This design comes from an exercise in tuning for small area, a short achievable clock period and few clock cycles per item on the open sky130 flow, not from production work.
In this exercise RTL edits were held to simulation tests only and were not proved equivalent to the original.
Power and IR drop assume default switching activity.

Design multiply_n_divide_top, start of the top module:
module multiply_n_divide_top(clk, reset, a_in, b_in, m_d, start, result, ready);
==> flow/config.mk <==
export PLATFORM = sky130hd
export DESIGN_NAME = multiply_n_divide_top
export DESIGN_NICKNAME = multiply_n_divide_top
export VERILOG_FILES = /design/flow/design.v
export SDC_FILE = /design/flow/constraint.sdc
export NUM_CORES = 4
export LEC_CHECK = 0
export CAP_MARGIN = 20
export CORE_MARGIN = 2
export CORE_UTILIZATION = 40
export SETUP_SLACK_MARGIN = 0.2
export SLEW_MARGIN = 20
export BUFFER_PORTS_ARGS = -buffer_cell sky130_fd_sc_hd__buf_1
==> flow/constraint.sdc <==
create_clock -name core_clock -period 4.5 [get_ports {clk}]
set_input_delay 0.9000 -clock core_clock [delete_from_list [all_inputs] [get_ports {clk}]]
set_output_delay 0.9000 -clock core_clock [all_outputs]
set_load 0.01 [all_outputs]
standard.sh (not shown) runs the stock make flow with config.mk's settings and CLKGATE_MAP_FILE= SYNTH_SCRIPT=/design/flow/synth_recipe.tcl, a recipe that flattens the netlist after the stock synthesis.
==> flow/flow/run.sh <==
#!/bin/bash
set -e
export BUFFER_PORTS_ARGS="-buffer_cell sky130_fd_sc_hd__buf_1"
echo 'export BUFFER_PORTS_ARGS = -buffer_cell sky130_fd_sc_hd__buf_1' >> config.mk
bash standard.sh finish > standard_sh.log 2>&1
The baseline completed without violations.
Testbench counts at the start, summed over its fixed seeds: cycles 23,523, items 1,280.
Rerun with:
- SETUP_SLACK_MARGIN: 0.2 -> 0.1
The changed run completed without violations.
Maximum frequency barely changes.
Power goes up by a few percent.
Final cell count goes down slightly.
Sequential share of layout area is about the same.
Worst setup slack is about the same.
Synthesized cell count is unchanged.
Area after synthesis does not change.
Wire length goes down by a few percent.
Rerun with:
- CORE_UTILIZATION: 40 -> 60
- SETUP_SLACK_MARGIN: 0.1 -> 0.4
The new run passed the timing, DRC and antenna checks; die area fell by 33%; power rose by 0.73%; cell area rose by 1.1%; sequential cell count does not change; worst hold slack is about the same; clock power fell by about 20%; sequential share of layout area fell by 0.23 points; area after synthesis does not change; non-clock buffer count rose by 49; setup slack gets worse by 0.070 ns; sequential power rose by about 2%.

* * *

Another version of the RTL of multiply_n_divide_top (not shown whole).
Size in the first run: ~260 I/O pins.
Settings: LEC_CHECK=0, CAP_MARGIN=20, CORE_MARGIN=2, CORE_UTILIZATION=40, SETUP_SLACK_MARGIN=0.2, SLEW_MARGIN=20, BUFFER_PORTS_ARGS=-buffer_cell sky130_fd_sc_hd__buf_1; clock period 4.5 ns.
Scripts as last shown in full above: flow/flow/run.sh
Testbench counts at the start, summed over its fixed seeds: cycles 24,540, items 1,280.
Edit:
==> flow/run.sh (new file) <==
#!/bin/bash
# synth_recipe.tcl (not shown) runs the flow's synth.tcl, then flattens the netlist and writes it again
# the make line also repeats each setting of config.mk as NAME=value (left out here)
make -C /OpenROAD-flow-scripts/flow DESIGN_CONFIG=/design/flow/config.mk WORK_HOME=/design/flow/orfs CLKGATE_MAP_FILE= SYNTH_SCRIPT=/design/flow/synth_recipe.tcl finish
--- a/flow/config.mk
+++ b/flow/config.mk
@@ -10,4 +10,2 @@
 export CORE_UTILIZATION = 40
-export SETUP_SLACK_MARGIN = 0.2
 export SLEW_MARGIN = 20
-export BUFFER_PORTS_ARGS = -buffer_cell sky130_fd_sc_hd__buf_1
removed: flow/flow/run.sh
removed: flow/standard.sh
- The changed run passed the timing, DRC and antenna checks
- total power went up by about 1.3%
- count of clock-buffer cells in the layout rises by 10
- wire length is higher by about 8%
- cell area goes up by about 6%
- utilization rises by 2.7 points
- synthesized area stays the same
- clock power decreases by about 2%
- global-route usage went up by 3.4 points
- non-clock buffer count goes up by 31
- synthesized cell count does not change
Edit:
==> flow/flow/run.sh (new file) <==
#!/bin/bash
set -e
export BUFFER_PORTS_ARGS="-buffer_cell sky130_fd_sc_hd__buf_1"
echo 'export BUFFER_PORTS_ARGS = -buffer_cell sky130_fd_sc_hd__buf_1' >> config.mk
bash standard.sh finish > standard_sh.log 2>&1
==> flow/standard.sh (new file) <==
#!/bin/bash
# synth_recipe.tcl (not shown) runs the flow's synth.tcl, then flattens the netlist and writes it again
# the make line also repeats each setting of config.mk as NAME=value (left out here)
make -C /OpenROAD-flow-scripts/flow DESIGN_CONFIG=/design/flow/config.mk WORK_HOME=/design/flow/orfs CLKGATE_MAP_FILE= SYNTH_SCRIPT=/design/flow/synth_recipe.tcl "${@:-finish}"
--- a/flow/config.mk
+++ b/flow/config.mk
@@ -9,3 +9,5 @@
 export CORE_MARGIN = 2
-export CORE_UTILIZATION = 40
+export CORE_UTILIZATION = 60
+export SETUP_SLACK_MARGIN = 0.4
 export SLEW_MARGIN = 20
+export BUFFER_PORTS_ARGS = -buffer_cell sky130_fd_sc_hd__buf_1
removed: flow/run.sh
Outcome: Wire length fell by 12%. Non-clock buffer count came out lower by 7. Final area fell by 2.4%. Via count is higher by 3.7%. Cell count drops by 6.3%. Synthesized area is unchanged. Global-route usage goes up by 11 points. Die area fell by 33%. Worst setup slack gains 140 ps. Register-to-register slack improved by 140 ps.
Edit:
--- a/flow/config.mk
+++ b/flow/config.mk
@@ -10,3 +10,3 @@
 export CORE_UTILIZATION = 60
-export SETUP_SLACK_MARGIN = 0.4
+export SETUP_SLACK_MARGIN = 0.1
 export SLEW_MARGIN = 20
The changed run completed with no timing, DRC or antenna violations.
Sequential share of layout area increases by 1.5 points.
Synthesized cell count stays the same.
Die area does not change.
Clock skew is lower by 7.0 ps.

static timing again, ports no longer ideal:
No port has a modelled driver above. Below, the same layouts with a new extraction and two added sets of constraints. Step 1 (the two cells are an assumption about what drives the block):
set clk [get_ports {clk}]
set_driving_cell -lib_cell sky130_fd_sc_hd__clkbuf_16 $clk
set_driving_cell -lib_cell sky130_fd_sc_hd__buf_2 [delete_from_list [all_inputs] $clk]
Step 2, shift: input delay + t, output delay - t, t = (earliest + latest rising clock arrival at the registers) / 2. This alone moves slack from input paths to output paths. Three values: ideal, step 1, step 2; two values: the first two.
run	shift t [ns]	setup slack, ns	clock arrival spread, ns	slew at the worst register clock pin (ns)	pins driven straight from the clock port
the first run of note 1	0.650	0.267 / 0.267 / -0.087	0.016 / 0.016	0.07 / 0.07	1
the second run of note 1	0.635	0.268 / 0.268 / -0.276	0.025 / 0.024	0.07 / 0.07	1
the third run of note 1	0.621	0.199 / 0.199 / -0.114	0.019 / 0.019	0.07 / 0.07	1
the first run of note 2	0.624	0.293 / 0.293 / 0.293	0.034 / 0.034	0.07 / 0.07	1
the second run of note 2	0.633	0.146 / 0.146 / 0.109	0.024 / 0.023	0.07 / 0.07	1
the third run of note 2	0.642	0.286 / 0.286 / 0.286	0.026 / 0.026	0.07 / 0.07	1
the fourth run of note 2	0.627	0.151 / 0.151 / 0.151	0.020 / 0.020	0.07 / 0.07	1
With both steps, setup timing fails in the first run of note 1, the second run of note 1 and the third run of note 1, where it was met with ideal ports. The setup slack of the second run of note 1, which loses most, moves by 0.000 ns with the drivers and by -0.544 ns with both steps.
